From an optimization exercise on the open Yosys and OpenROAD flow, aimed at small area; shortcuts taken in it are not production practice. RTL that was checked went through simulation tests only; none was proved equivalent to the original. Function not checked in runs 1 and 5: the RTL went through the layout flow alone. The clock cells of runs 1, 2, 4, 6 and 7 come from the design's own scripts or RTL, not from TritonCTS. The clock input has no modelled driver; a real chip could not lean on it and would need a root buffer or a full tree. No activity file was given, so power comes from the tool's default toggle rates.

===== config.mk =====
export PLATFORM = sky130hd
export DESIGN_NAME = VGAanimatedObject
export DESIGN_NICKNAME = VGAanimatedObject
export VERILOG_FILES = /design/flow/design.v
export SDC_FILE = /design/flow/constraint.sdc
export NUM_CORES = 4
export LEC_CHECK = 0
export CAP_MARGIN = 20
export CORE_MARGIN = 2
export CORE_UTILIZATION = 70
export SLEW_MARGIN = 20

===== design.v =====
module vgaSync (clk, rst, hsync, vsync, video_on, pixel_x, pixel_y,
                x_step, x_wrap, y_step, y_wrap);
input         clk, rst;
output        hsync, vsync, video_on;
output  [9:0] pixel_x, pixel_y;
output        x_step;    
output        x_wrap;    
output        y_step;    
output        y_wrap;    
reg    [11:0] t;
reg     [9:0] v;
reg           h_sync, v_sync;
wire    [9:0] h = t[11:2];
wire          t_end = t[11] & t[10] & (&t[6:0]);    
wire          v_end = v[9] & v[3] & v[2];            
reg    [11:0] t_inc;
reg     [9:0] v_inc;
reg           c;
integer       i;
always @(*) begin
  c = 1'b1;
  for (i = 0; i < 12; i = i + 1) begin
    t_inc[i] = t[i] ^ c;
    c = t[i] & c;
  end
  c = t_end;
  for (i = 0; i < 10; i = i + 1) begin
    v_inc[i] = v[i] ^ c;
    c = v[i] & c;
  end
end
wire          v_clr = t_end & v_end;
always @(posedge clk) begin
  if (rst) begin
    t <= 12'd3;
    v <= 10'd0;
    h_sync <= 1'b0;
    v_sync <= 1'b0;
  end else begin
    t <= {t_inc[11:10] & {2{~t_end}}, t_inc[9:8], t_inc[7] & ~t_end, t_inc[6:0]};
    v <= {v_inc[9] & ~v_clr, v_inc[8:4], v_inc[3:2] & {2{~v_clr}}, v_inc[1], v_inc[0] & ~v_clr};
    h_sync <= h[9] & h[7] & (h[6] | h[5] | h[4]) & ~(h[6] & h[5] & h[4]);  
    v_sync <= v[9] & ~v[3] & ~v[2] & (v[1] ^ v[0]);                        
  end
end
assign hsync = h_sync;
assign vsync = v_sync;
assign video_on = ~(h[9] & (h[8] | h[7])) & ~(v[9] | (&v[8:5]));   
assign pixel_x = h;
assign pixel_y = v;
assign x_step = &t[2:0];
assign x_wrap = t_end;
assign y_step = t_end & v[0];
assign y_wrap = t_end & v_end;
endmodule
module pixelGeneration (clk, rst, switch, pixel_x, pixel_y, push,
                        x_step, x_wrap, y_step, y_wrap, video_on, rgb);
input               clk, rst, switch;
input       [9:  0] pixel_x, pixel_y;
input               x_step, x_wrap, y_step, y_wrap;
input               video_on;
input       [3:  0] push;
output      [2:  0] rgb;
localparam [16:0] R0 = 17'h00000;
localparam [16:0] R_LAST = 17'h0f4f8;
reg  [16:0] r;
reg  [2:0]  q;
reg         s;
wire        r_end = (r == R_LAST);
wire        ge_mid = switch ? q[2] : (|q);                                    
wire        ge_max = switch ? (&q & r_end) : (q[2] | q[1] | (q[0] & r_end));  
wire        slow_en = ~rst & ~s & ge_mid;
wire        r_clr = rst | ge_max | r_end;
wire        q_clr = rst | ge_max;
wire [2:0]  q_inc = {q[2] ^ (q[1] & q[0] & r_end), q[1] ^ (q[0] & r_end), q[0] ^ r_end};
always @(posedge clk) begin
  r <= {~(r[15:0] | {16{r_clr}}), (r[16] ^ r[13]) & ~r_clr};    
  q <= q_inc & {3{~q_clr}};
  s <= ~rst & ge_mid;
end
reg  [3:0]  push_q1;
reg         mv_y, mv_x, mv_dec;
wire [3:0]  d_next = push & push_q1;
always @(posedge clk) begin
  if (rst) begin
    push_q1 <= 4'd0;
    mv_y <= 1'b0;
    mv_x <= 1'b0;
    mv_dec <= 1'b0;
  end else if (slow_en) begin
    push_q1 <= push;
    mv_y <= d_next[0] | d_next[3];
    mv_x <= d_next[2] | d_next[1];
    mv_dec <= ~d_next[0] & (d_next[3] | d_next[2]);
  end
end
reg  [8:0]  rx, ry;
wire        move_y = slow_en & mv_y;
wire        move_x = slow_en & ~mv_y & mv_x;
wire [8:0]  kx = step_const(x_wrap, x_step, move_x, mv_dec, 9'd113);
wire [8:0]  ky = step_const(y_wrap, y_step, move_y, mv_dec, 9'd250);
function [8:0] step_const;
  input       wrap, step, mv, dec;
  input [8:0] wk;
  begin
    casez ({wrap, step, mv, dec})
      4'b1?0?: step_const = wk;
      4'b1?11: step_const = wk + 9'd5;
      4'b1?10: step_const = wk - 9'd5;
      4'b010?: step_const = 9'd1;
      4'b0111: step_const = 9'd6;
      4'b0110: step_const = 9'd508;
      4'b001?: step_const = dec ? 9'd5 : 9'd507;
      default: step_const = 9'd0;
    endcase
  end
endfunction
reg  [8:0]  rx_sum, ry_sum;
reg         cx, cy;
integer     i;
always @(*) begin
  cx = 1'b0;
  cy = 1'b0;
  for (i = 0; i < 9; i = i + 1) begin
    rx_sum[i] = rx[i] ^ kx[i] ^ cx;
    cx = (rx[i] & kx[i]) | ((rx[i] ^ kx[i]) & cx);
    ry_sum[i] = ry[i] ^ ky[i] ^ cy;
    cy = (ry[i] & ky[i]) | ((ry[i] ^ ky[i]) & cy);
  end
end
always @(posedge clk) begin
  if (rst) begin
    rx <= 9'd352;    
    ry <= 9'd402;    
  end else begin
    rx <= rx_sum;
    ry <= ry_sum;
  end
end
function le5;
  input [4:0] a, b;
  integer j;
  reg l;
  begin
    l = 1'b1;
    for (j = 0; j < 5; j = j + 1)
      l = (~a[j] & b[j]) | (~(a[j] ^ b[j]) & l);
    le5 = l;
  end
endfunction
wire        x_on = (rx[8:5] == 4'd0) & ~(rx[4] & (rx[3] | rx[2])) & ((|rx[4:0]) | pixel_x[0]) &
                   ((|pixel_x[9:6]) | le5(rx[4:0], pixel_x[5:1]));
wire        y_on = (ry[8:5] == 4'd0) & ~(ry[4] & (ry[3] | ry[2])) & ((|ry[4:0]) | pixel_y[0]) &
                   ((|pixel_y[9:6]) | le5(ry[4:0], pixel_y[5:1]));
wire        square_on = x_on & y_on;
assign rgb = {1'b0, video_on & square_on, video_on & ~square_on};
endmodule
module VGAanimatedObject (clk, rst, switch, push, hsync, vsync, rgb);
input         clk, rst;
input         switch;
input   [3:0] push;
output        hsync, vsync;
output  [2:0] rgb;
wire          video_on;
wire    [9:0] pixel_x, pixel_y;
wire          x_step, x_wrap, y_step, y_wrap;
vgaSync vgaSync(
  .clk(clk),
  .rst(rst),
  .hsync(hsync),
  .vsync(vsync),
  .video_on(video_on),
  .pixel_x(pixel_x),
  .pixel_y(pixel_y),
  .x_step(x_step),
  .x_wrap(x_wrap),
  .y_step(y_step),
  .y_wrap(y_wrap)
);
pixelGeneration pixelGeneration(
  .clk(clk),
  .rst(rst),
  .push(push),
  .switch(switch),
  .pixel_x(pixel_x),
  .pixel_y(pixel_y),
  .x_step(x_step),
  .x_wrap(x_wrap),
  .y_step(y_step),
  .y_wrap(y_wrap),
  .video_on(video_on),
  .rgb(rgb)
);
endmodule

===== flow/run.sh =====
#!/bin/bash
# Standard ORFS layout (standard.sh) with two changes: plain buf_1 port
# buffers, and a clock tree of a few clock buffers straight from the clock port
# (flow/pre_cts.tcl) in place of TritonCTS's H-tree. make's output goes to
# make_finish.log, each ORFS step's to orfs/logs/.
set -euo pipefail
here=$(pwd)
export MANUAL_CTS_GROUPS=4
export MANUAL_CTS_BUF=sky130_fd_sc_hd__clkbuf_8
export MANUAL_CTS_ROOT=
bash standard.sh \
  "BUFFER_PORTS_ARGS=-buffer_cell sky130_fd_sc_hd__buf_1" \
  "PRE_CTS_TCL=$here/flow/pre_cts.tcl" \
  finish > make_finish.log 2>&1

===== flow/pre_cts.tcl =====
# Sourced by ORFS's cts.tcl (PRE_CTS_TCL) before clock_tree_synthesis: put a
# few clock buffers in by hand, then make the clock_tree_synthesis call that
# follows a no-op.
source [file join [file dirname [info script]] manual_cts.tcl]
my_manual_cts $::env(MANUAL_CTS_GROUPS) $::env(MANUAL_CTS_BUF) $::env(MANUAL_CTS_ROOT)
rename clock_tree_synthesis ""
proc clock_tree_synthesis {args} { puts "clock buffers were placed by pre_cts.tcl" }

===== standard.sh =====
#!/bin/bash
# synth_recipe.tcl (not shown) runs the flow's synth.tcl, then flattens the netlist and writes it again
# the make line also repeats each setting of config.mk as NAME=value (left out here)
make -C /OpenROAD-flow-scripts/flow DESIGN_CONFIG=/design/flow/config.mk WORK_HOME=/design/flow/orfs CLKGATE_MAP_FILE= SYNTH_SCRIPT=/design/flow/synth_recipe.tcl "${@:-finish}"

===== flow/manual_cts.tcl =====
# Manual clock buffering: split the flip-flops into NGROUPS groups by position
# and drive each group from its own clock buffer, placed at the group's centre,
# straight from the clock port.
proc my_manual_cts {ngroups bufcell {rootcell ""}} {

  set block [ord::get_db_block]
  set pts {}
  foreach pin [get_pins -hierarchical */CLK] {
    set inst [[sta::sta_to_db_pin $pin] getInst]
    set bb [$inst getBBox]
    lappend pts [list [expr {([$bb xMin] + [$bb xMax]) / 2}] [expr {([$bb yMin] + [$bb yMax]) / 2}] [get_full_name $pin]]
  }
  # k-means on the pin positions, started from points spread along x
  set pts [lsort -integer -index 0 $pts]
  set n [llength $pts]
  set cs {}
  for {set k 0} {$k < $ngroups} {incr k} {
    set p [lindex $pts [expr {int(($k + 0.5) * $n / $ngroups)}]]
    lappend cs [list [lindex $p 0] [lindex $p 1]]
  }
  for {set it 0} {$it < 50} {incr it} {
    set groups {}
    for {set k 0} {$k < $ngroups} {incr k} { lappend groups {} }
    foreach p $pts {
      set best 0; set bd 1e30
      for {set k 0} {$k < $ngroups} {incr k} {
        set c [lindex $cs $k]
        set d [expr {abs([lindex $p 0] - [lindex $c 0]) + abs([lindex $p 1] - [lindex $c 1])}]
        if {$d < $bd} { set bd $d; set best $k }
      }
      lset groups $best [concat [lindex $groups $best] [list $p]]
    }
    set cs {}
    foreach g $groups {
      set sx 0; set sy 0
      foreach p $g { incr sx [lindex $p 0]; incr sy [lindex $p 1] }
      set m [expr {max(1, [llength $g])}]
      lappend cs [list [expr {$sx / $m}] [expr {$sy / $m}]]
    }
  }
  set src clk
  if {$rootcell ne ""} {
    insert_buffer -buffer_cell $rootcell -net clk -buffer_name clkbuf_root -net_name clknet_root
    set rootinst ""
    foreach inst [$block getInsts] {
      if {[string match clkbuf_root* [$inst getName]]} { set rootinst $inst }
    }
    set src [[[$rootinst findITerm X] getNet] getName]
    puts "root buffer drives net $src"
  }
  set dbu [$block getDbUnitsPerMicron]
  set k 0
  foreach g $groups c $cs {
    if {![llength $g]} continue
    set pins {}
    foreach p $g { lappend pins [get_pins [lindex $p 2]] }
    puts "clock group $k: [llength $pins] sinks at [expr {[lindex $c 0] / double($dbu)}] [expr {[lindex $c 1] / double($dbu)}]"
    insert_buffer -buffer_cell $bufcell -net $src -load_pins $pins \
      -location [list [expr {[lindex $c 0] / double($dbu)}] [expr {[lindex $c 1] / double($dbu)}]] \
      -buffer_name clkbuf_leaf_$k -net_name clknet_leaf_$k
    incr k
  }
  if {$rootcell ne ""} {
    set sx 0; set sy 0; set m 0
    foreach c $cs { incr sx [lindex $c 0]; incr sy [lindex $c 1]; incr m }
    $rootinst setLocation [expr {$sx / $m}] [expr {$sy / $m}]
  }
}

===== constraint.sdc =====
create_clock -name core_clock -period 10.0 [get_ports {clk}]
set_input_delay 2.0000 -clock core_clock [delete_from_list [all_inputs] [get_ports {clk}]]
set_output_delay 2.0000 -clock core_clock [all_outputs]
set_load 0.01 [all_outputs]

==> qor.csv, run 1 <==
stage,metric,value,unit
global_route,grt_start_max_net_pins,41,
yosys,synth_seq_cells,70,
yosys,syn_inst,322,
placed_design,gp_congestion,0.782,
sta,period_needed,7.24,ns
floorplan,io-pin-count,12,
global_route,grt_remaining_overflow,0,
clocking,insertion_delay,0.17,ns
global_route,grt_pass1_wl,9210,um
worst_setup_path,critPathLaunch,rst,
worst_setup_path,required,10.08,ns
worst_setup_path,critPathKind,in -> reg,
yosys,avgSynthCellArea,10.2,um2
global_route,grt_pass1_vias,2119,
sta,worstMarginPinSlew,0.902,ns
routing,drtIter0Drc,62,
worst_setup_path,critPathCapture,pixelGeneration.rx[8],
clocking,clk_pin_slew,0.12,ns
min_path,hold_class,reg -> reg,
sta,fin_worst_hold_slack,0.411,ns
clocking,holdBufCountCts,0,
worst_setup_path,slowest_delay,0.85,ns
clocking,postCtsSetupBuffers,0,
routing,drt-total-wl,5390,um
worst_setup_path,worst-path-buf-inv,3,
floorplan,die_h,72.6,um
floorplan,row_count,24,
placed_design,place_inst,373,
cells_and_area,syn_to_final_growth,3.42,%
worst_setup_path,cpMostUsedCell,fa_1,
cells_and_area,n_antenna_cell,0,
status,outcome,no timing/DRC/antenna violations,
cells_and_area,final_common_cell,dfxtp_1,
routing,firstDrtPassIters,4,
sta,fmax,0.138,GHz
placed_design,hpwl,4130,um
sta,setup_violations,0,
worst_setup_path,critPathLaunchType,primary input,
floorplan,initial_core_util,74.2,%
yosys,synth_top_area_share,42.5,%
routing,vias,2168,
cells_and_area,multi_input_area,1780,um2
worst_setup_path,cpMaxStageDelayCell,a211oi_2,
worst_setup_path,critical_path_arrival,7.32,ns
pwr,p_per_area,123,nW/um2
sta,drv_slew,0,
global_route,grt_use_met3,1.38,%
cells_and_area,final_cell_count_no_fill,377,
worst_setup_path,r2r_setup_slack,4.58,ns
worst_setup_path,crit_fanout,40,
sta,skew,0.0307,ns
cells_and_area,drive_gt1_share,5.54,%
global_route,grt.total_usage,21.2,%
routing,post-route-drc-count,0,
yosys,ys_types,56,
sta,tns,0,ns
clocking,post_cts_resized,0,
job,maxCapViolCount,0,
placed_design,dp_slack,2.51,ns
sta,slew_headroom,39.2,%
yosys,yosys_warnings,2,
floorplan,dieArea,5270,um2
global_route,met1_usage,27.3,%
global_route,antenna_found_initial,0,
sta,rsz0062_at_grt,no,
sta,finalHoldViolations,0,
worst_setup_path,cp_top_family,adder cells,
yosys,async_flop_share,0,%
yosys,syn-num-nets,373,
worst_setup_path,path_depth,17,
cells_and_area,utilization,76.7,%
worst_setup_path,path_cells,clkbuf_2 -> a211oi_2 -> nand3_1 -> xnor2_1 -> ha_1 -> inv_1 -> fa_1 -> inv_1 -> fa_1 -> fa_1 -> fa_1 -> fa_1 -> fa_1 -> fa_1 -> xnor2_1 -> nand2_1 -> mux2_4,
worst_setup_path,end_kind,flip-flop,
placed_design,portBuffers,10,
cells_and_area,nets,378,
cells_and_area,layout_common_cells,"dfxtp_1, nor2_1, ha_1, nor2b_1, inv_1",
cells_and_area,regArea,1400,um2
worst_setup_path,r2r_cells,17,
routing,wl_per_cell,14.3,um
global_route,top_usage_layer,met2,
yosys,post_synth_instance_area,3300,um2
yosys,ys.flop_type,dfxtp_1,
yosys,synth-seq-area-share,42.5,%
floorplan,die_w,72.6,um
sta,period_share,72.4,%
yosys,synth.area.top_cells,"dfxtp_1, ha_1, fa_1",
yosys,synth_edf_count,0,
cells_and_area,fill_cells,310,
worst_setup_path,r2r_start,pixelGeneration.q[1],
worst_setup_path,rr_endpoint,pixelGeneration.rx[8],
pwr,ir_drop,0.108,mV
pwr,leakage,1.48,nW
floorplan,core_area,4440,um2
yosys,synth_largest_area_cell,dfxtp_1,
sta,setup_slack,2.76,ns
global_route,grtUsageMet2,40.1,%
routing,viasPerCell,5.75,
routing,drtAntennaViolNets,0,
## Yosys cell counts, types with 2 or more instances
cell / count
nand4_1: 5
nand3_1: 3
a31oi_1: 3
xor2_1: 2
a22oi_1: 4
or3_1: 2
nor2b_1: 23
ha_1: 30
mux2i_1: 3
nand3b_1: 2
or4_1: 4
nor4_1: 5
o21ai_0: 9
inv_1: 18
dfxtp_1: 70
clkbuf_1: 8
a211oi_1: 4
nor3_1: 6
or2_2: 5
nand4b_1: 2
nor2_1: 31
o21ai_1: 3
and3_1: 5
xnor2_1: 10
fa_1: 14
a21oi_1: 5
nand2_1: 15
nand2b_1: 3
## through the flow
stage / instance area (um2) / power (mW)
CTS: 3410 / 0.400
floorplan: 3300 / 0.315
global route: 3410 / 0.436
detailed placement: 3350 / 0.321
finish: 3410 / 0.418
global placement: 3350 / 0.320
## sequential cells by signal, indices dropped and copies added (netlist names)
signal and count:
vgaSync.h_sync 1, pixelGeneration.r 17, pixelGeneration.q 3, pixelGeneration.push_q1 4, vgaSync.t 12, pixelGeneration.mv_dec 1
vgaSync.v_sync 1, pixelGeneration.rx 9, pixelGeneration.ry 9, pixelGeneration.s 1, pixelGeneration.mv_y 1, vgaSync.v 10
pixelGeneration.mv_x 1
## layout make-up, without the clock buffers
cell class | instances | share of cell area, %
flip-flops and latches | 70 | 41.1
repair buffers | 10 | 1.14
well taps | 52 | 1.91
inverters | 18 | 1.98
multi-input cells | 223 | 52.2
## routing by layer
metal	up-vias	wire length, um
met5	-	0
met3	3	133
met2	31	2660
li1	1110	-
met1	1024	2560
met4	0	44
## how the worst min path moves through the flow
stage	cells after the start	slack, ns	startpoint	endpoint
global route	1	0.43	vgaSync.t[0]	vgaSync.t[0]
global placement	1	0.38	vgaSync.t[0]	vgaSync.t[0]
CTS	1	0.39	vgaSync.t[0]	vgaSync.t[0]
floorplan	1	0.37	vgaSync.t[0]	vgaSync.t[0]
finish	1	0.41	vgaSync.t[0]	vgaSync.t[0]
detailed placement	1	0.39	vgaSync.t[0]	vgaSync.t[0]
## kinds of logic after synthesis
| kind of cell | count (synthesis) | synth area share (%) |
|---|---|---|
| xor gates and xnor gates | 12 | 3.19 |
| buffers and inverters | 29 | 3.45 |
| DFF | 70 | 42.5 |
| other | 1 | 0.114 |
| and+or+nand+nor | 120 | 20.3 |
| muxes | 5 | 1.71 |
| AOI/OAI and AO/OA | 41 | 8.85 |
| adders and majority gates | 44 | 19.9 |
## report_power, final
part,switching [mW],leakage [nW],internal (mW)
Clock,0.0662,0.0288,0.0372
Sequential,0.00552,0.571,0.287
Combinational,0.0123,0.878,0.00985
Total,0.0841,1.48,0.334
==> run 2: changes to the inputs <==
--- a/design.v
+++ b/design.v
@@ -1,12 +1,10 @@
 module vgaSync (clk, rst, hsync, vsync, video_on, pixel_x, pixel_y,
-                x_step, x_wrap, y_step, y_wrap);
+                x_step, y_step);
 input         clk, rst;
 output        hsync, vsync, video_on;
 output  [9:0] pixel_x, pixel_y;
 output        x_step;    
-output        x_wrap;    
 output        y_step;    
-output        y_wrap;    
 reg    [11:0] t;
 reg     [9:0] v;
 reg           h_sync, v_sync;
@@ -48,16 +46,16 @@
 assign video_on = ~(h[9] & (h[8] | h[7])) & ~(v[9] | (&v[8:5]));   
 assign pixel_x = h;
 assign pixel_y = v;
-assign x_step = &t[2:0];
-assign x_wrap = t_end;
-assign y_step = t_end & v[0];
-assign y_wrap = t_end & v_end;
+wire          h_odd_end = &t[2:0];
+assign x_step = (h_odd_end & ~(h[9] & (h[8] | h[7]))) | (h[9] & h[7] & ~h[6] & ~(h[5] & h[4]));
+assign y_step = (t_end & v[0] & ~(v[9] | (&v[8:5]))) |
+                ((&v[8:5]) & ~(|v[4:0]) & h_odd_end & (~h[9] | ~(|h[8:5])));
 endmodule
 module pixelGeneration (clk, rst, switch, pixel_x, pixel_y, push,
-                        x_step, x_wrap, y_step, y_wrap, video_on, rgb);
+                        x_step, y_step, video_on, rgb);
 input               clk, rst, switch;
 input       [9:  0] pixel_x, pixel_y;
-input               x_step, x_wrap, y_step, y_wrap;
+input               x_step, y_step;
 input               video_on;
 input       [3:  0] push;
 output      [2:  0] rgb;
@@ -97,20 +95,18 @@
 reg  [8:0]  rx, ry;
 wire        move_y = slow_en & mv_y;
 wire        move_x = slow_en & ~mv_y & mv_x;
-wire [8:0]  kx = step_const(x_wrap, x_step, move_x, mv_dec, 9'd113);
-wire [8:0]  ky = step_const(y_wrap, y_step, move_y, mv_dec, 9'd250);
+wire [8:0]  kx = step_const(x_step, move_x, mv_dec);
+wire [8:0]  ky = step_const(y_step, move_y, mv_dec);
 function [8:0] step_const;
-  input       wrap, step, mv, dec;
-  input [8:0] wk;
+  input       step, mv, dec;
   begin
-    casez ({wrap, step, mv, dec})
-      4'b1?0?: step_const = wk;
-      4'b1?11: step_const = wk + 9'd5;
-      4'b1?10: step_const = wk - 9'd5;
-      4'b010?: step_const = 9'd1;
-      4'b0111: step_const = 9'd6;
-      4'b0110: step_const = 9'd508;
-      4'b001?: step_const = dec ? 9'd5 : 9'd507;
+    case ({step, mv, dec})
+      3'b100:  step_const = 9'd1;
+      3'b101:  step_const = 9'd1;
+      3'b011:  step_const = 9'd5;
+      3'b010:  step_const = 9'd507;
+      3'b111:  step_const = 9'd6;
+      3'b110:  step_const = 9'd508;
       default: step_const = 9'd0;
     endcase
   end
@@ -163,7 +159,7 @@
 output  [2:0] rgb;
 wire          video_on;
 wire    [9:0] pixel_x, pixel_y;
-wire          x_step, x_wrap, y_step, y_wrap;
+wire          x_step, y_step;
 vgaSync vgaSync(
   .clk(clk),
   .rst(rst),
@@ -173,9 +169,7 @@
   .pixel_x(pixel_x),
   .pixel_y(pixel_y),
   .x_step(x_step),
-  .x_wrap(x_wrap),
-  .y_step(y_step),
-  .y_wrap(y_wrap)
+  .y_step(y_step)
 );
 pixelGeneration pixelGeneration(
   .clk(clk),
@@ -185,9 +179,7 @@
   .pixel_x(pixel_x),
   .pixel_y(pixel_y),
   .x_step(x_step),
-  .x_wrap(x_wrap),
   .y_step(y_step),
-  .y_wrap(y_wrap),
   .video_on(video_on),
   .rgb(rgb)
 );
--- a/config.mk
+++ b/config.mk
@@ -7,5 +7,5 @@
 export LEC_CHECK = 0
 export CAP_MARGIN = 20
 export CORE_MARGIN = 2
-export CORE_UTILIZATION = 70
+export CORE_UTILIZATION = 85
 export SLEW_MARGIN = 20
==> run 2 against run 1 <==
  * Still clean
  * Clock power about the same
  * Power about the same
  * Via count decreased by 0.74%
  * Die area shrank 19%
  * Fmax fell by 1.6%
  * Critical path depth is the same
  * Flip-flop and latch count did not move
  * Routed wire length grew 9.3%
  * Critical path type unchanged
==> qor.csv, run 2 <==
stage,metric,value,unit,change
sta,worstMarginPinSlew,0.915,ns,was 0.902 ns
sta,slew_headroom,38.9,%,was 39.2%
yosys,ys_top_cells_by_count,"dfxtp_1, nor2_1, ha_1",,unchanged
yosys,synth_edf_count,0,,unchanged
pwr,p_comb_share,5.4,%,was 5.3%
sta,skew,0.0194,ns,was 0.0307 ns
min_path,hold_class,reg -> reg,,unchanged
sta,period_share,73.5,%,was 72.4%
clocking,clk_pin_slew,0.10,ns,was 0.12 ns
cells_and_area,regMostFlops,pixelGeneration.r,,unchanged
cells_and_area,fill_cells,149,,was 310
cells_and_area,largest_reg_flops,17,,unchanged
cells_and_area,final_common_cell,dfxtp_1,,unchanged
pwr,p_per_area,126,nW/um2,was 123 nW/um2
sta,period_needed,7.35,ns,was 7.24 ns
yosys,syn_inst,312,,was 322
yosys,post_synth_instance_area,3210,um2,was 3300 um2
global_route,grt_remaining_overflow,0,,unchanged
placed_design,hpwl,4570,um,was 4130 um
routing,drt-total-wl,5900,um,was 5390 um
worst_setup_path,critical_path_arrival,7.41,ns,was 7.32 ns
sta,fmax,0.136,GHz,was 0.138 GHz
global_route,grt_pass1_vias,2245,,was 2119
yosys,synth.area.top_cells,"dfxtp_1, ha_1, fa_1",,unchanged
yosys,synth-seq-area-share,43.6,%,was 42.5%
floorplan,row_count,22,,was 24
routing,post-route-drc-count,0,,unchanged
pwr,ir_drop,0.123,mV,was 0.108 mV
yosys,synth_top_area_share,43.6,%,was 42.5%
floorplan,core_area,3630,um2,was 4440 um2
pwr,leakage,1.44,nW,was 1.48 nW
pwr,power.internal,334,uW,about the same
routing,viasPerCell,5.90,,was 5.75
pwr,switching_share,20.2,%,was 20.1%
worst_setup_path,path_cells,clkbuf_2 -> a211oi_2 -> nand3b_1 -> xor2_1 -> ha_1 -> inv_1 -> fa_1 -> inv_1 -> fa_1 -> fa_1 -> fa_1 -> fa_1 -> fa_1 -> fa_1 -> xor2_1 -> xnor2_1 -> nand2b_1,,was clkbuf_2 -> a211oi_2 -> nand3_1 -> xnor2_1 -> ha_1 -> inv_1 -> fa_1 -> inv_1 -> fa_1 -> fa_1 -> fa_1 -> fa_1 -> fa_1 -> fa_1 -> xnor2_1 -> nand2_1 -> mux2_4
global_route,grt_pass1_wl,9890,um,was 9210 um
cells_and_area,multi_input_area,1700,um2,was 1780 um2
global_route,grt_start_max_net_pins,49,,was 41
cells_and_area,regArea,1400,um2,unchanged
worst_setup_path,crit_fanout,48,,was 40
clocking,post_cts_resized,0,,unchanged
pwr,power_frac_clock,24.8,%,was 24.7%
global_route,grt.total_usage,29.1,%,was 21.2%
worst_setup_path,cpMostUsedCell,fa_1,,unchanged
global_route,antenna_found_initial,0,,unchanged
floorplan,die_h,65.5,um,was 72.6 um
yosys,yosysMostFrequentCell,dfxtp_1,,unchanged
job,maxCapViolCount,0,,unchanged
worst_setup_path,required,10.05,ns,was 10.08 ns
clocking,insertion_delay,0.16,ns,was 0.17 ns
pwr,share_seq_of_total_power,69.9,%,was 70.0%
cells_and_area,n_antenna_cell,0,,unchanged
clocking,postCtsSetupBuffers,0,,unchanged
routing,wl_per_cell,16.2,um,was 14.3 um
floorplan,die_w,65.5,um,was 72.6 um
yosys,avgSynthCellArea,10.3,um2,was 10.2 um2
worst_setup_path,end_kind,flip-flop,,unchanged
cells_and_area,layout_common_cells,"dfxtp_1, nor2_1, ha_1, nor2b_1, inv_1",,unchanged
floorplan,dieArea,4290,um2,was 5270 um2
sta,tns,0,ns,unchanged
cells_and_area,nets,371,,was 378
routing,drtIter0Drc,159,,was 62
yosys,ys.flop_type,dfxtp_1,,unchanged
placed_design,gp_congestion,0.758,,was 0.782
floorplan,initial_core_util,88.4,%,was 74.2%
yosys,async_flop_share,0,%,unchanged
routing,drtAntennaViolNets,0,,unchanged
cells_and_area,syn_to_final_growth,3.39,%,was 3.42%
worst_setup_path,critPathLaunchType,primary input,,unchanged
clocking,holdBufCountCts,0,,unchanged
floorplan,io-pin-count,12,,unchanged
sta,setup_violations,0,,unchanged
worst_setup_path,critPathKind,in -> reg,,unchanged
cells_and_area,drive_gt1_share,4.42,%,was 5.54%
yosys,syn-num-nets,364,,was 373
cells_and_area,reg_top3,"pixelGeneration.r: 17 flops, vgaSync.t: 12 flops, vgaSync.v: 10 flops",,unchanged
yosys,synth_seq_cells,70,,unchanged
yosys,ys_types,45,,was 56
yosys,synth_largest_area_cell,dfxtp_1,,unchanged
routing,firstDrtPassIters,4,,unchanged
sta,rsz0062_at_grt,no,,unchanged
placed_design,portBuffers,10,,unchanged
yosys,yosys_warnings,2,,unchanged
cells_and_area,utilization,91.4,%,was 76.7%
sta,finalHoldViolations,0,,unchanged
pwr,p_sw,84.2,uW,was 84.1 uW
status,outcome,no timing/DRC/antenna violations,,unchanged
worst_setup_path,slowest_delay,0.96,ns,was 0.85 ns
routing,vias,2152,,was 2168
worst_setup_path,cpMaxStageDelayCell,a211oi_2,,unchanged
sta,drv_slew,0,,unchanged
-- run 2: path summary, 6_finish.rpt --
kind | start | to | slack, ns | depth (start not counted)
setup reg to reg | pixelGeneration.q[1] | pixelGeneration.rx[8] | 4.61 | 17
hold reg to reg | pixelGeneration.r[2] | pixelGeneration.r[3] | 0.41 | 1
setup / recovery | rst | pixelGeneration.rx[8] | 2.65 | 17
hold / removal | pixelGeneration.r[2] | pixelGeneration.r[3] | 0.41 | 1
-- run 2: per-layer routing --
metal	routed length [um]	track usage (%)	part of all wire (%)
met1	2430	36.3	41
met2	3130	56.3	53
met3	216	1.37	3.7
met4	120	5.21	2.0
met5	0	0	0
-- run 2: worst max-delay path: cells and delay by family --
| kind | cells | cell delay, ns |
|---|---|---|
| AND/OR/NAND/NOR | 2 | 0.34 |
| AO/OA/AOI/OAI | 1 | 0.96 |
| buffers and inverters | 3 | 0.60 |
| adder cells (fa/ha/maj) | 8 | 2.93 |
| XOR/XNOR | 3 | 0.54 |
-- run 2: cells by family (layout without fill, tap and decap cells) --
kind of cell | count (synthesis) | in the layout | share of synthesized area, %
and+or+nand+nor | 120 | 120 | 20.8
DFF | 70 | 70 | 43.6
adders and majority gates | 45 | 45 | 20.8
AOI/OAI and AO/OA | 36 | 36 | 7.44
buffers and inverters | 27 | 32 | 3.51
xor gates and xnor gates | 11 | 11 | 3.00
muxes | 2 | 2 | 0.624
other | 1 | 1 | 0.117
-- run 2: layout make-up, without the clock buffers --
class / instances / share of cell area [%]
Multi-Input combinational cell: 215 / 51.1
Timing Repair Buffer: 10 / 1.17
Tap cell: 48 / 1.81
Sequential cell: 70 / 42.2
Inverter: 18 / 2.04
-- run 2: power by group through the flow --
stage	Sequential (mW)	Combinational (mW)	Clock (mW)
floorplan	0.297	0.0164	0
global placement	0.298	0.0199	0
detailed placement	0.298	0.0222	0
CTS	0.298	0.0225	0.0791
global route	0.293	0.0249	0.113
finish	0.292	0.0224	0.103
-- run 2: per-stage QoR --
stage / hold slack, ns / instance area, um2 / instances / worst slack [ns] / total power [mW]
3_5_place_dp: 0.397 / 3260 / 361 / 2.48 / 0.320
5_1_grt: 0.429 / 3320 / 365 / 2.28 / 0.431
3_3_place_gp: 0.384 / 3260 / 361 / 2.70 / 0.318
4_1_cts: 0.397 / 3320 / 365 / 2.47 / 0.400
6_report: 0.407 / 3320 / 365 / 2.65 / 0.418
2_1_floorplan: 0.375 / 3210 / 312 / 3.69 / 0.313
==> run 3: changes to the inputs <==
==> flow/manual_cts.tcl (replaced) <==
# Hand-made clock tree: split the flip-flops into NGROUPS groups of equal size
# by position (recursive bisection) and drive each group from its own clock
# buffer at the group's centre. The group buffers hang off the clock port, or
# off one root buffer when ROOTCELL is given.
proc my_manual_cts {ngroups bufcell {rootcell ""}} {
  set block [ord::get_db_block]
  set dbu [$block getDbUnitsPerMicron]
  set pts {}
  foreach pin [get_pins -hierarchical */CLK] {
    set inst [[sta::sta_to_db_pin $pin] getInst]
    set bb [$inst getBBox]
    lappend pts [list [expr {([$bb xMin] + [$bb xMax]) / 2}] [expr {([$bb yMin] + [$bb yMax]) / 2}] [get_full_name $pin]]
  }
  set groups [my_bisect $pts $ngroups]
  set cs {}
  foreach g $groups {
    set sx 0; set sy 0
    foreach p $g { incr sx [lindex $p 0]; incr sy [lindex $p 1] }
    set m [expr {max(1, [llength $g])}]
    lappend cs [list [expr {$sx / $m}] [expr {$sy / $m}]]
  }
  set src clk
  if {$rootcell ne ""} {
    insert_buffer -buffer_cell $rootcell -net clk -buffer_name clkbuf_root -net_name clknet_root
    set rootinst ""
    foreach inst [$block getInsts] {
      if {[string match clkbuf_root* [$inst getName]]} { set rootinst $inst }
    }
    set src [[[$rootinst findITerm X] getNet] getName]
    set sx 0; set sy 0; set m 0
    foreach c $cs { incr sx [lindex $c 0]; incr sy [lindex $c 1]; incr m }
    $rootinst setLocation [expr {$sx / $m}] [expr {$sy / $m}]
    puts "root buffer [$rootinst getName] drives net $src"
  }
  set k 0
  foreach g $groups c $cs {
    if {![llength $g]} continue
    set pins {}
    foreach p $g { lappend pins [get_pins [lindex $p 2]] }
    set x [expr {[lindex $c 0] / double($dbu)}]
    set y [expr {[lindex $c 1] / double($dbu)}]
    puts "clock group $k: [llength $pins] sinks at $x $y"
    insert_buffer -buffer_cell $bufcell -net $src -load_pins $pins -location [list $x $y] \
      -buffer_name clkbuf_leaf_$k -net_name clknet_leaf_$k
    incr k
  }
}

proc my_bisect {pts ngroups} {
  if {$ngroups <= 1} { return [list $pts] }
  set xs {}; set ys {}
  foreach p $pts { lappend xs [lindex $p 0]; lappend ys [lindex $p 1] }
  set xs [lsort -integer $xs]; set ys [lsort -integer $ys]
  set ax [expr {([lindex $xs end] - [lindex $xs 0]) >= ([lindex $ys end] - [lindex $ys 0]) ? 0 : 1}]
  set pts [lsort -integer -index $ax $pts]
  set g1 [expr {$ngroups / 2}]
  set n1 [expr {int(round([llength $pts] * double($g1) / $ngroups))}]
  return [concat [my_bisect [lrange $pts 0 [expr {$n1 - 1}]] $g1] \
                 [my_bisect [lrange $pts $n1 end] [expr {$ngroups - $g1}]]]
}
--- a/config.mk
+++ b/config.mk
@@ -7,5 +7,5 @@
 export LEC_CHECK = 0
 export CAP_MARGIN = 20
 export CORE_MARGIN = 2
-export CORE_UTILIZATION = 85
+export CORE_UTILIZATION = 90
 export SLEW_MARGIN = 20
==> run 3 against run 2 <==
  * The flow now stops in global placement without I/O
  * Synthesized cell count stayed put
  * Synthesized area unchanged
==> qor.csv, run 3 <==
stage,metric,value,unit,change
yosys,avgSynthCellArea,10.3,um2,unchanged
status,error,[ERROR GPL-0301] Utilization 102.621 % exceeds 100%.,,
yosys,syn-num-nets,364,,unchanged
yosys,yosysMostFrequentCell,dfxtp_1,,unchanged
yosys,yosys_warnings,2,,unchanged
yosys,syn_inst,312,,unchanged
yosys,ys_top_cells_by_count,"dfxtp_1, nor2_1, ha_1",,unchanged
yosys,ys.flop_type,dfxtp_1,,unchanged
floorplan,row_count,21,,was 22
yosys,synth_top_area_share,43.6,%,unchanged
yosys,synth_seq_cells,70,,unchanged
yosys,async_flop_share,0,%,unchanged
yosys,post_synth_instance_area,3210,um2,unchanged
yosys,synth_largest_area_cell,dfxtp_1,,unchanged
floorplan,initial_core_util,94.7,%,was 88.4%
status,outcome,stopped before the end,,was no timing/DRC/antenna violations
floorplan,die_h,63.7,um,was 65.5 um
yosys,synth_edf_count,0,,unchanged
floorplan,die_w,63.7,um,was 65.5 um
yosys,ys_types,45,,unchanged
yosys,synth.area.top_cells,"dfxtp_1, ha_1, fa_1",,unchanged
yosys,synth-seq-area-share,43.6,%,unchanged
status,stop_stage,global placement without I/O,,
-- run 3: cell counts after synthesis --
Identical to the previous run, type by type.
-- run 3: cells by family after synthesis --
family                   count (synthesis)  share of synthesized area [%]
AO/OA/AOI/OAI                           36                           7.44
XOR/XNOR                                11                           3.00
adder cells (fa/ha/maj)                 45                           20.8
buffers and inverters                   27                           3.51
flip-flops                              70                           43.6
multiplexers                             2                          0.624
other                                    1                          0.117
AND/OR/NAND/NOR                        120                           20.8
==> run 4: changes to the inputs <==
--- a/config.mk
+++ b/config.mk
@@ -7,5 +7,5 @@
 export LEC_CHECK = 0
 export CAP_MARGIN = 20
 export CORE_MARGIN = 2
-export CORE_UTILIZATION = 90
+export CORE_UTILIZATION = 85
 export SLEW_MARGIN = 20
==> run 4 against run 3 <==
  * Now clean on timing, DRC and antenna
  * Synthesized area did not move
  * Synthesized cell count unchanged
==> qor.csv, run 4 <==
stage,metric,value,unit,change
cells_and_area,n_antenna_cell,0,,
sta,tns,0,ns,
worst_setup_path,critPathKind,in -> reg,,
yosys,yosys_warnings,2,,unchanged
sta,skew,0.00927,ns,
worst_setup_path,r2r_setup_slack,4.60,ns,
status,outcome,no timing/DRC/antenna violations,,was stopped before the end
min_path,min_path_cells,1,,
pwr,ir_drop,0.110,mV,
worst_setup_path,critPathLaunchType,primary input,,
sta,drv_slew,0,,
cells_and_area,multi_input_area,1700,um2,
sta,setup_violations,0,,
cells_and_area,nets,371,,
yosys,syn-num-nets,364,,unchanged
sta,period_needed,7.37,ns,
global_route,antenna_found_initial,0,,
floorplan,io-pin-count,12,,
cells_and_area,utilization,91.4,%,
worst_setup_path,critical_path_arrival,7.40,ns,
placed_design,gp_congestion,0.758,,
worst_setup_path,cpMostUsedCell,fa_1,,
cells_and_area,regArea,1400,um2,
pwr,switching_share,20.4,%,
routing,wl_per_cell,16.4,um,
yosys,syn_inst,312,,unchanged
yosys,synth-seq-area-share,43.6,%,unchanged
yosys,synth.area.top_cells,"dfxtp_1, ha_1, fa_1",,unchanged
worst_setup_path,path_cells,clkbuf_2 -> a211oi_2 -> nand2_1 -> xor2_1 -> ha_1 -> inv_1 -> fa_1 -> inv_1 -> fa_1 -> fa_1 -> fa_1 -> fa_1 -> fa_1 -> fa_1 -> xor2_1 -> nor2_1 -> mux2i_1,,
floorplan,die_w,65.5,um,was 63.7 um
floorplan,core_area,3630,um2,
worst_setup_path,required,10.03,ns,
pwr,p_sw,85.2,uW,
min_path,hold_path_end,pixelGeneration.r[3],,
sta,worstMarginPinSlew,0.909,ns,
cells_and_area,final_common_cell,dfxtp_1,,
routing,viasPerCell,5.95,,
yosys,ys_types,45,,unchanged
worst_setup_path,r2r_start,pixelGeneration.q[1],,
yosys,synth_seq_cells,70,,unchanged
pwr,power.internal,334,uW,
sta,slew_headroom,39.3,%,
worst_setup_path,end_kind,flip-flop,,
job,maxCapViolCount,0,,
global_route,grt_start_max_net_pins,49,,
cells_and_area,drive_gt1_share,4.42,%,
global_route,grt_pass1_vias,2271,,
global_route,grt_remaining_overflow,0,,
worst_setup_path,slowest_delay,0.95,ns,
worst_setup_path,cpMaxStageDelayCell,a211oi_2,,
floorplan,dieArea,4290,um2,
placed_design,place_inst,361,,
sta,fmax,0.136,GHz,
clocking,holdBufCountCts,0,,
pwr,p_per_area,126,nW/um2,
pwr,power_frac_clock,24.9,%,
sta,setup_slack,2.63,ns,
yosys,synth_largest_area_cell,dfxtp_1,,unchanged
cells_and_area,largest_reg_flops,17,,
cells_and_area,final_cell_count_no_fill,365,,
min_path,hold_class,reg -> reg,,
routing,post-route-drc-count,0,,
worst_setup_path,r2r_cells,17,,
cells_and_area,fill_cells,147,,
placed_design,hpwl,4570,um,
global_route,grt.total_usage,29.7,%,
clocking,clk_pin_slew,0.11,ns,
pwr,p_comb_share,5.4,%,
cells_and_area,reg_top3,"pixelGeneration.r: 17 flops, vgaSync.t: 12 flops, vgaSync.v: 10 flops",,
routing,vias,2171,,
global_route,grt_pass1_wl,9940,um,
placed_design,dp_slack,2.48,ns,
yosys,async_flop_share,0,%,unchanged
routing,drt-total-wl,6000,um,
yosys,synth_edf_count,0,,unchanged
yosys,post_synth_instance_area,3210,um2,unchanged
yosys,synth_top_area_share,43.6,%,unchanged
floorplan,die_h,65.5,um,was 63.7 um
clocking,insertion_delay,0.16,ns,
clocking,postCtsSetupBuffers,0,,
sta,period_share,73.7,%,
sta,rsz0062_at_grt,no,,
clocking,post_cts_resized,0,,
routing,firstDrtPassIters,4,,
min_path,hold_start,pixelGeneration.r[2],,
yosys,yosysMostFrequentCell,dfxtp_1,,unchanged
placed_design,portBuffers,10,,
yosys,avgSynthCellArea,10.3,um2,unchanged
cells_and_area,layout_common_cells,"dfxtp_1, nor2_1, ha_1, nor2b_1, inv_1",,
routing,drtIter0Drc,98,,
worst_setup_path,rr_endpoint,pixelGeneration.ry[8],,
cells_and_area,regMostFlops,pixelGeneration.r,,
sta,finalHoldViolations,0,,
yosys,ys_top_cells_by_count,"dfxtp_1, nor2_1, ha_1",,unchanged
pwr,leakage,1.44,nW,
floorplan,row_count,22,,was 21
pwr,share_seq_of_total_power,69.7,%,
yosys,ys.flop_type,dfxtp_1,,unchanged
worst_setup_path,crit_fanout,48,,
floorplan,initial_core_util,88.4,%,was 94.7%
cells_and_area,syn_to_final_growth,3.39,%,
routing,drtAntennaViolNets,0,,
-- run 4: cell counts after synthesis --
Identical to the previous run, type by type.
-- run 4: area by class of cell, without the clock buffers --
type / instances / share of cell area [%]
Inverter: 18 / 2.04
Multi-Input combinational cell: 215 / 51.1
Timing Repair Buffer: 10 / 1.17
Sequential cell: 70 / 42.2
Tap cell: 48 / 1.81
-- run 4: per-layer routing --
layer	up-vias	global-route usage [%]	share of wire [%]
li1	1069	-	-
met1	1040	36.2	41
met2	44	56.5	54
met3	18	1.71	2.3
met4	0	8.59	2.7
met5	-	0	0
-- run 4: critical path: cells and delay by family --
family / cells / cell delay, ns
AOI/OAI and AO/OA: 1 / 0.95
xor gates and xnor gates: 2 / 0.39
adders and majority gates: 8 / 2.98
buffers and inverters: 3 / 0.63
muxes: 1 / 0.08
and+or+nand+nor: 2 / 0.37
-- run 4: worst max-delay path by stage --
stage                       from                     to  slack [ns]
after floorplan           switch  pixelGeneration.rx[8]        3.69
after global placement       rst  pixelGeneration.ry[8]        2.70
after detailed placement     rst  pixelGeneration.rx[8]        2.48
after CTS                    rst  pixelGeneration.ry[8]        2.42
after global routing         rst  pixelGeneration.ry[8]        2.24
final                        rst  pixelGeneration.ry[8]        2.63
-- run 4: power by group through the flow --
stage               logic, mW  clock network (mW)  registers [mW]
finish                 0.0227               0.104           0.292
global route           0.0252               0.113           0.293
CTS                    0.0227              0.0791           0.298
detailed placement     0.0222                   0           0.298
global placement       0.0199                   0           0.298
floorplan              0.0164                   0           0.297
-- run 4: kinds of logic (layout without fill, tap and decap cells) --
family	count (synthesis)	after routing	synth area share (%)
adders and majority gates	45	45	20.8
buffers and inverters	27	32	3.51
and+or+nand+nor	120	120	20.8
other	1	1	0.117
xor gates and xnor gates	11	11	3.00
AOI/OAI and AO/OA	36	36	7.44
DFF	70	70	43.6
muxes	2	2	0.624
-- run 4: metrics by stage --
| stage | total power [mW] | hold WS, ns | cell area, um2 |
|---|---|---|---|
| global placement | 0.318 | 0.384 | 3260 |
| detailed placement | 0.320 | 0.397 | 3260 |
| CTS | 0.400 | 0.397 | 3320 |
| finish | 0.419 | 0.411 | 3320 |
| floorplan | 0.313 | 0.375 | 3210 |
| global route | 0.431 | 0.427 | 3320 |
==> run 5: changes to the inputs <==
--- a/design.v
+++ b/design.v
@@ -140,7 +140,7 @@
   begin
     l = 1'b1;
     for (j = 0; j < 5; j = j + 1)
-      l = (~a[j] & b[j]) | (~(a[j] ^ b[j]) & l);
+      l = (~a[j] & b[j]) | (~a[j] & l) | (b[j] & l);
     le5 = l;
   end
 endfunction
==> flow/run.sh (replaced) <==
#!/bin/bash
# Layout flow: the standard ORFS flow (standard.sh) with three changes.
#  1. After the standard synthesis, the logic between the flip-flops is mapped
#     again by ABC for area (flow/resyn.tcl); the flip-flops stay as the
#     standard synthesis made them. flow/equiv.tcl proves the new netlist
#     equal to the standard one, else the standard netlist is kept.
#  2. Ports are buffered with buf_1.
#  3. The clock tree is four clock buffers, one per quarter of the flip-flops,
#     made by flow/pre_cts.tcl in place of TritonCTS's H-tree.
# Each tool's output goes to a log file in this folder (ORFS's steps also log
# to orfs/logs/).
set -euo pipefail
here=$(pwd)
res=$here/orfs/results/$FLOW_PLATFORM/VGAanimatedObject/base
YOSYS=$(command -v yosys || echo "$FLOW_HOME/../tools/install/yosys/bin/yosys")
export RESYN_LIB=$FLOW_HOME/platforms/$FLOW_PLATFORM/lib/sky130_fd_sc_hd__tt_025C_1v80.lib
export RESYN_DONT_USE=$(awk '/^export DONT_USE_CELLS/{on=1} on{print; if ($0 !~ /\\$/) on=0}' \
  "$FLOW_HOME/platforms/$FLOW_PLATFORM/config.mk" | grep -o 'sky130_fd_sc_hd__[a-z0-9_]*' | tr '\n' ' ')
export RESYN_SCRIPT=$here/flow/area.abc
export RESYN_IN=$here/std_netlist.v
export RESYN_OUT=$here/resyn_netlist.v
export MANUAL_CTS_GROUPS=4
export MANUAL_CTS_BUF=sky130_fd_sc_hd__clkbuf_8
export MANUAL_CTS_ROOT=

bash standard.sh synth > make_synth.log 2>&1
cp "$res/1_2_yosys.v" "$RESYN_IN"
if "$YOSYS" -c flow/resyn.tcl > yosys_resyn.log 2>&1 &&
   "$YOSYS" -c flow/equiv.tcl > yosys_equiv.log 2>&1; then
  echo "using the re-mapped netlist" > resyn_choice.txt
  cp "$RESYN_OUT" "$res/1_2_yosys.v"
else
  echo "re-mapping failed or was not proven: keeping the standard netlist" > resyn_choice.txt
fi

bash standard.sh \
  "BUFFER_PORTS_ARGS=-buffer_cell sky130_fd_sc_hd__buf_1" \
  "PRE_CTS_TCL=$here/flow/pre_cts.tcl" \
  finish > make_finish.log 2>&1
==> flow/area.abc (new file) <==
strash
&get -n
&deepsyn -T 60
&put
amap
topo
==> flow/equiv.tcl (new file) <==
# Proves that the re-mapped netlist does what the standard synthesis netlist
# does: the flip-flops are the same and matched by name, so each flip-flop
# input and each output is proven equal as a function of flip-flop outputs
# and inputs. env: RESYN_LIB, RESYN_IN (gold), RESYN_OUT (gate)
yosys -import
read_liberty -ignore_miss_func $::env(RESYN_LIB)
read_verilog $::env(RESYN_IN)
yosys rename $::env(FLOW_TOP) gold
read_verilog $::env(RESYN_OUT)
yosys rename $::env(FLOW_TOP) gate
flatten gold gate
yosys rename -hide w:_*
opt_clean -purge
equiv_make gold gate equiv
hierarchy -top equiv
equiv_simple -seq 2
equiv_induct -seq 2
equiv_status -assert
==> flow/resyn.tcl (new file) <==
# Area-driven re-mapping of the standard synthesis netlist's logic.
# The flip-flops are kept as they are (same cells, same names); every other
# cell is opened up into its liberty function and mapped again by ABC with an
# area script (the standard synthesis maps for speed).
# env: RESYN_LIB (liberty), RESYN_IN, RESYN_OUT, RESYN_SCRIPT, RESYN_DONT_USE
yosys -import
read_liberty -ignore_miss_func $::env(RESYN_LIB)
blackbox sky130_fd_sc_hd__dfxtp_1
read_verilog $::env(RESYN_IN)
hierarchy -top $::env(FLOW_TOP)
flatten
opt_clean -purge
set dont_use {}
foreach c $::env(RESYN_DONT_USE) { lappend dont_use -dont_use $c }
abc -script $::env(RESYN_SCRIPT) -liberty $::env(RESYN_LIB) {*}$dont_use
opt_clean -purge
splitnets
opt_clean -purge
hilomap -singleton -hicell sky130_fd_sc_hd__conb_1 HI -locell sky130_fd_sc_hd__conb_1 LO
insbuf -buf sky130_fd_sc_hd__buf_1 A X
yosys rename -hide w:_*
opt_clean -purge
tee -o resyn_stat.txt stat -liberty $::env(RESYN_LIB)
write_verilog -noattr -nohex -nodec $::env(RESYN_OUT)
==> run 5 against run 4 <==
  * The run now fails in global placement without I/O
  * Synthesized cell count increased by 17%
  * Synthesized area decreased by 9.7%
==> qor.csv, run 5 <==
stage,metric,value,unit,change
status,stop_stage,global placement without I/O,,
floorplan,row_count,21,,was 22
yosys,avgSynthCellArea,7.94,um2,was 10.3 um2
status,outcome,stopped before the end,,was no timing/DRC/antenna violations
yosys,post_synth_instance_area,2900,um2,was 3210 um2
floorplan,die_h,62.4,um,was 65.5 um
floorplan,die_w,62.4,um,was 65.5 um
yosys,yosys_warnings,2,,unchanged
yosys,syn_inst,365,,was 312
yosys,syn-num-nets,372,,was 364
floorplan,initial_core_util,87.5,%,was 88.4%
status,error,[ERROR GPL-0301] Utilization 100.791 % exceeds 100%.,,
==> run 6: changes to the inputs <==
--- a/design.v
+++ b/design.v
@@ -140,7 +140,7 @@
   begin
     l = 1'b1;
     for (j = 0; j < 5; j = j + 1)
-      l = (~a[j] & b[j]) | (~a[j] & l) | (b[j] & l);
+      l = (~a[j] & b[j]) | (~(a[j] ^ b[j]) & l);
     le5 = l;
   end
 endfunction
--- a/config.mk
+++ b/config.mk
@@ -7,5 +7,5 @@
 export LEC_CHECK = 0
 export CAP_MARGIN = 20
 export CORE_MARGIN = 2
-export CORE_UTILIZATION = 85
+export CORE_UTILIZATION = 60
 export SLEW_MARGIN = 20
==> run 6 against run 5 <==
  * Now clean on timing, DRC and antenna
  * Synthesized area decreased by 1.2%
  * Synthesized cell count decreased by 1.6%
==> qor.csv, run 6 <==
stage,metric,value,unit,change
floorplan,die_h,73.1,um,was 62.4 um
worst_setup_path,critPathCapture,pixelGeneration.ry[8],,
routing,vias,2386,,
placed_design,gp_congestion,0.846,,
worst_setup_path,critPathLaunch,rst,,
routing,drtIter0Drc,118,,
floorplan,initial_core_util,61.4,%,was 87.5%
clocking,insertion_delay,0.16,ns,
sta,period_needed,5.99,ns,
routing,viasPerCell,5.59,,
global_route,grt_start_max_net_pins,24,,
pwr,ir_drop,0.0967,mV,
sta,fmax,0.167,GHz,
global_route,top_usage_layer,met2,,
routing,drt-total-wl,5330,um,
sta,slew_headroom,56.7,%,
routing,drtAntennaViolNets,0,,
worst_setup_path,required,10.10,ns,
yosys,syn-num-nets,366,,was 372
global_route,grt_remaining_overflow,0,,
pwr,power.internal,333,uW,
clocking,post_cts_resized,0,,
clocking,postCtsSetupBuffers,0,,
pwr,share_seq_of_total_power,69.8,%,
pwr,switching_share,20.5,%,
worst_setup_path,critPathLaunchType,primary input,,
floorplan,core_area,4660,um2,
worst_setup_path,r2r_start,vgaSync.t[0],,
global_route,grt.total_usage,20.8,%,
cells_and_area,drive_gt1_share,1.34,%,
sta,tns,0,ns,
job,maxCapViolCount,0,,
routing,firstDrtPassIters,5,,
min_path,hold_class,reg -> reg,,
sta,fin_worst_hold_slack,0.409,ns,
sta,rsz0062_at_grt,no,,
pwr,power,419,uW,
global_route,grtUsageMet2,35.3,%,
sta,finalHoldViolations,0,,
cells_and_area,reg_top3,"pixelGeneration.r: 17 flops, vgaSync.t: 12 flops, vgaSync.v: 10 flops",,
floorplan,row_count,25,,was 21
yosys,post_synth_instance_area,2860,um2,was 2900 um2
sta,period_share,59.9,%,
yosys,syn_inst,359,,was 365
global_route,grt_use_met3,1.80,%,
worst_setup_path,rr_endpoint,pixelGeneration.ry[8],,
pwr,p_comb_share,5.3,%,
sta,worstMarginPinSlew,0.644,ns,
cells_and_area,syn_to_final_growth,5.73,%,
global_route,grt_pass1_vias,2133,,
cells_and_area,final_common_cell,nor2_1,,
status,outcome,no timing/DRC/antenna violations,,was stopped before the end
pwr,p_sw,86.0,uW,
yosys,avgSynthCellArea,7.97,um2,was 7.94 um2
cells_and_area,n_antenna_cell,0,,
cells_and_area,largest_reg_flops,17,,
clocking,clk_pin_slew,0.10,ns,
worst_setup_path,crit_fanout,23,,
worst_setup_path,critical_path_arrival,6.09,ns,
pwr,power_frac_clock,24.9,%,
floorplan,dieArea,5340,um2,
worst_setup_path,critPathKind,in -> reg,,
sta,drv_slew,0,,
global_route,met1_usage,29.6,%,
floorplan,die_w,73.1,um,was 62.4 um
yosys,yosys_warnings,2,,unchanged
worst_setup_path,r2r_setup_slack,5.29,ns,
cells_and_area,layout_common_cells,"nor2_1, dfxtp_1, clkinv_1, nand2_1, a21oi_1",,
sta,setup_violations,0,,
pwr,leakage,1.09,nW,
worst_setup_path,r2r_cells,28,,
global_route,grt_pass1_wl,9260,um,
worst_setup_path,end_kind,flip-flop,,
cells_and_area,nets,382,,
routing,wl_per_cell,12.5,um,
placed_design,portBuffers,10,,
floorplan,io-pin-count,12,,
cells_and_area,regMostFlops,pixelGeneration.r,,
clocking,holdBufCountCts,0,,
placed_design,hpwl,4040,um,
pwr,p_per_area,139,nW/um2,
sta,skew,0.0109,ns,
global_route,antenna_found_initial,0,,
routing,post-route-drc-count,0,,
==> run 6: routing by layer <==
| metal | wire length (um) | up-vias |
|---|---|---|
| li1 | - | 1281 |
| met1 | 2680 | 1082 |
| met2 | 2480 | 19 |
| met5 | 0 | - |
| met3 | 123 | 4 |
| met4 | 45 | 0 |
==> run 6: power groups by stage <==
stage	sequential, mW	clock (mW)	combinational (mW)
2_1_floorplan	0.298	0	0.0160
3_3_place_gp	0.299	0	0.0218
3_5_place_dp	0.299	0	0.0223
4_1_cts	0.299	0.0791	0.0224
5_1_grt	0.294	0.116	0.0258
6_report	0.293	0.105	0.0221
==> run 6: how the worst min path moves through the flow <==
stage / start / end / slack (ns) / depth (start not counted)
2_1_floorplan: vgaSync.t[0] / vgaSync.t[0] / 0.38 / 1
3_3_place_gp: vgaSync.t[0] / vgaSync.t[0] / 0.39 / 1
3_5_place_dp: pixelGeneration.r[0] / pixelGeneration.r[1] / 0.40 / 1
4_1_cts: pixelGeneration.r[0] / pixelGeneration.r[1] / 0.40 / 1
5_1_grt: pixelGeneration.r[15] / pixelGeneration.r[16] / 0.42 / 1
6_report: pixelGeneration.r[0] / pixelGeneration.r[1] / 0.41 / 1
==> run 6: worst max-delay path, stage by stage <==
cell      delay (ns)
buf_1           0.07
buf_4           0.21
clkinv_1        0.36
o21ai_0         0.21
nor2_1          0.17
clkinv_1        0.25
nor2_1          0.25
clkinv_1        0.16
nor2_1          0.15
clkinv_1        0.18
nand2_1         0.12
a21oi_1         0.08
o22a_1          0.18
a31o_1          0.20
nor2_1          0.12
nor2_1          0.09
nor4_1          0.26
or2_0           0.18
o21a_1          0.16
nor3b_1         0.26
nor2_1          0.09
a21oi_1         0.16
nor3_1          0.06
a21oi_1         0.11
==> run 6: final cells by class, without the clock buffers <==
type,instances,area (um2)
flip-flops and latches,70,1400
inverters,50,188
multi-input cells,238,1270
repair buffers,11,45.0
fillers,423,1630
well taps,54,67.6
==> run 6: stage by stage <==
stage / area (um2) / instances / setup WS (ns) / utilization (%)
final: 3030 / 427 / 4.01 / 64.9
after global routing: 3030 / 427 / 3.36 / 64.9
after CTS: 3030 / 427 / 3.79 / 64.9
after detailed placement: 2970 / 423 / 3.81 / 63.8
after global placement: 2970 / 423 / 3.96 / 63.8
after floorplan: 2860 / 359 / 4.81 / -
==> run 7: changes to the inputs <==
--- a/config.mk
+++ b/config.mk
@@ -7,5 +7,5 @@
 export LEC_CHECK = 0
 export CAP_MARGIN = 20
 export CORE_MARGIN = 2
-export CORE_UTILIZATION = 60
+export CORE_UTILIZATION = 78
 export SLEW_MARGIN = 20
==> run 7 against run 6 <==
  * Cell area shrank 0.25%
  * Register-to-register slack worse by 0.41 ns
  * Die area down 22%
  * Still clean on timing, DRC and antenna
  * Routed wire length is 12% higher
  * Setup slack got worse by 0.23 ns
  * Final cell count decreased by 1.4%
  * Global-route usage rose by 8.3 points
==> qor.csv, run 7 <==
stage,metric,value,unit,change
floorplan,core_area,3610,um2,was 4660 um2
placed_design,gp_congestion,0.838,,was 0.846
worst_setup_path,critPathKind,in -> reg,,unchanged
floorplan,dieArea,4170,um2,was 5340 um2
worst_setup_path,critPathLaunchType,primary input,,unchanged
worst_setup_path,slowest_delay,0.37,ns,was 0.36 ns
sta,rsz0062_at_grt,no,,unchanged
floorplan,row_count,22,,was 25
clocking,insertion_delay,0.16,ns,about the same
pwr,p_comb_share,5.5,%,was 5.3%
cells_and_area,reg_top3,"pixelGeneration.r: 17 flops, vgaSync.t: 12 flops, vgaSync.v: 10 flops",,unchanged
worst_setup_path,cpMostUsedCell,nor2_1,,unchanged
pwr,power.internal,333,uW,about the same
sta,worstMarginPinSlew,0.728,ns,was 0.644 ns
min_path,hold_class,reg -> reg,,unchanged
pwr,switching_share,20.7,%,was 20.5%
cells_and_area,layout_common_cells,"nor2_1, dfxtp_1, clkinv_1, nand2_1, a21oi_1",,unchanged
cells_and_area,n_antenna_cell,0,,unchanged
routing,drtIter0Drc,210,,was 118
pwr,p_per_area,139,nW/um2,about the same
pwr,leakage,1.09,nW,unchanged
yosys,post_synth_instance_area,2860,um2,unchanged
pwr,share_seq_of_total_power,69.7,%,was 69.8%
yosys,syn_inst,359,,unchanged
sta,period_needed,6.22,ns,was 5.99 ns
sta,skew,0.00601,ns,was 0.0109 ns
worst_setup_path,critical_path_arrival,6.32,ns,was 6.09 ns
floorplan,io-pin-count,12,,unchanged
sta,slew_headroom,51.0,%,was 56.7%
yosys,avgSynthCellArea,7.97,um2,unchanged
worst_setup_path,required,10.09,ns,was 10.10 ns
yosys,syn-num-nets,366,,unchanged
cells_and_area,syn_to_final_growth,5.46,%,was 5.73%
sta,drv_slew,0,,unchanged
cells_and_area,final_common_cell,nor2_1,,unchanged
routing,drt-total-wl,5990,um,was 5330 um
sta,tns,0,ns,unchanged
status,outcome,no timing/DRC/antenna violations,,unchanged
routing,viasPerCell,6.03,,was 5.59
floorplan,initial_core_util,79.4,%,was 61.4%
routing,firstDrtPassIters,9,,was 5
worst_setup_path,cpMaxStageDelayCell,clkinv_1,,unchanged
global_route,grt.total_usage,29.1,%,was 20.8%
global_route,grt_start_max_net_pins,24,,unchanged
placed_design,hpwl,4420,um,was 4040 um
cells_and_area,largest_reg_flops,17,,unchanged
pwr,power,420,uW,was 419 uW
routing,post-route-drc-count,0,,unchanged
cells_and_area,drive_gt1_share,1.34,%,unchanged
job,maxCapViolCount,0,,unchanged
clocking,postCtsSetupBuffers,0,,unchanged
worst_setup_path,end_kind,flip-flop,,unchanged
global_route,grt_pass1_vias,2392,,was 2133
worst_setup_path,crit_fanout,23,,unchanged
yosys,yosys_warnings,2,,unchanged
global_route,antenna_found_initial,0,,unchanged
clocking,post_cts_resized,0,,unchanged
routing,wl_per_cell,14.2,um,was 12.5 um
sta,finalHoldViolations,0,,unchanged
global_route,grt_pass1_wl,10000,um,was 9260 um
pwr,p_sw,86.9,uW,was 86.0 uW
routing,vias,2540,,was 2386
pwr,ir_drop,0.138,mV,was 0.0967 mV
floorplan,die_h,64.6,um,was 73.1 um
cells_and_area,nets,382,,unchanged
clocking,holdBufCountCts,0,,unchanged
placed_design,portBuffers,10,,unchanged
pwr,power_frac_clock,24.8,%,was 24.9%
sta,setup_violations,0,,unchanged
routing,drtAntennaViolNets,0,,unchanged
sta,period_share,62.2,%,was 59.9%
cells_and_area,regMostFlops,pixelGeneration.r,,unchanged
floorplan,die_w,64.6,um,was 73.1 um
global_route,grt_remaining_overflow,0,,unchanged
sta,fmax,0.161,GHz,was 0.167 GHz
clocking,clk_pin_slew,0.10,ns,about the same
run 7: cell type report, without the clock buffers:
cell class	count	area (um2)
Sequential cell	70	1400
Inverter	50	188
Tap cell	48	60.1
Timing Repair Buffer	11	45.0
Multi-Input combinational cell	238	1270
Fill cell	233	587
run 7: critical path, delay by kind of cell:
kind / cells / cell delay, ns
buffers and inverters: 6 / 1.25
AND/OR/NAND/NOR: 12 / 1.85
AO/OA/AOI/OAI: 7 / 1.21
run 7: final timing paths:
| kind | startpoint | end | slack, ns | depth (start not counted) |
|---|---|---|---|---|
| min reg2reg | pixelGeneration.r[15] | pixelGeneration.r[16] | 0.42 | 1 |
| min | pixelGeneration.r[15] | pixelGeneration.r[16] | 0.42 | 1 |
| max reg2reg | vgaSync.t[0] | pixelGeneration.ry[8] | 4.88 | 29 |
| max | rst | pixelGeneration.ry[8] | 3.78 | 25 |
run 7: routing by layer:
metal,share of wire [%],routed length [um],up-vias,global-route usage [%]
met5,0,0,-,0
met4,0.70,42,0,6.65
met3,5.4,324,4,2.08
met2,50,2990,76,53.5
met1,44,2640,1179,37.4
li1,-,-,1281,-
run 7: metrics by stage:
step | worst slack, ns | hold WS (ns) | cell area (um2) | util (%) | cells
floorplan | 4.81 | 0.376 | 2860 | - | 359
detailed placement | 3.66 | 0.402 | 2960 | 82.2 | 417
global route | 3.20 | 0.433 | 3020 | 83.7 | 421
global placement | 4.03 | 0.385 | 2960 | 82.2 | 417
finish | 3.78 | 0.417 | 3020 | 83.7 | 421
CTS | 3.65 | 0.402 | 3020 | 83.7 | 421
run 7: power by group through the flow:
stage	Combinational [mW]	Sequential [mW]	Clock, mW
2_1_floorplan	0.0160	0.298	0
3_3_place_gp	0.0214	0.299	0
3_5_place_dp	0.0226	0.299	0
4_1_cts	0.0229	0.299	0.0791
5_1_grt	0.0261	0.294	0.114
6_report	0.0230	0.293	0.104

what the ideal ports hide:
No port has a modelled driver above. Below, the same layouts with a new extraction and two added sets of constraints. Step 1 sets driving cells, clkbuf_16 on the clock port and buf_2 on the other inputs (assumed; they add their load-dependent delay and slew). Step 2 adds t to the input delays and takes it off the output delays; t is the mean of the earliest and latest rising clock arrival at the registers after step 1. Input paths then give back, and output paths get back, about the clock's delay inside the block. a / b / c = no drivers / after step 1 / after step 2; a / b = the first two.
run	t (ns)	slack for setup (ns)	worst hold slack (ns)	worst setup path at the end	slew at the worst register clock pin (ns)
run 1	0.217	2.760 / 2.800 / 2.583	0.411 / 0.411 / 0.411	input to register	0.12 / 0.12
run 2	0.213	2.646 / 2.687 / 2.473	0.407 / 0.407 / 0.407	input to register	0.11 / 0.11
run 4	0.217	2.629 / 2.656 / 2.439	0.411 / 0.411 / 0.411	input to register	0.11 / 0.11
run 6	0.217	4.009 / 4.047 / 3.829	0.409 / 0.409 / 0.409	input to register	0.11 / 0.11
run 7	0.212	3.776 / 3.812 / 3.600	0.417 / 0.417 / 0.417	input to register	0.10 / 0.10
After both steps setup and hold are still met in every run listed. The setup slack of run 4, which loses most, moves by +0.027 ns with the drivers and by -0.190 ns with both steps.
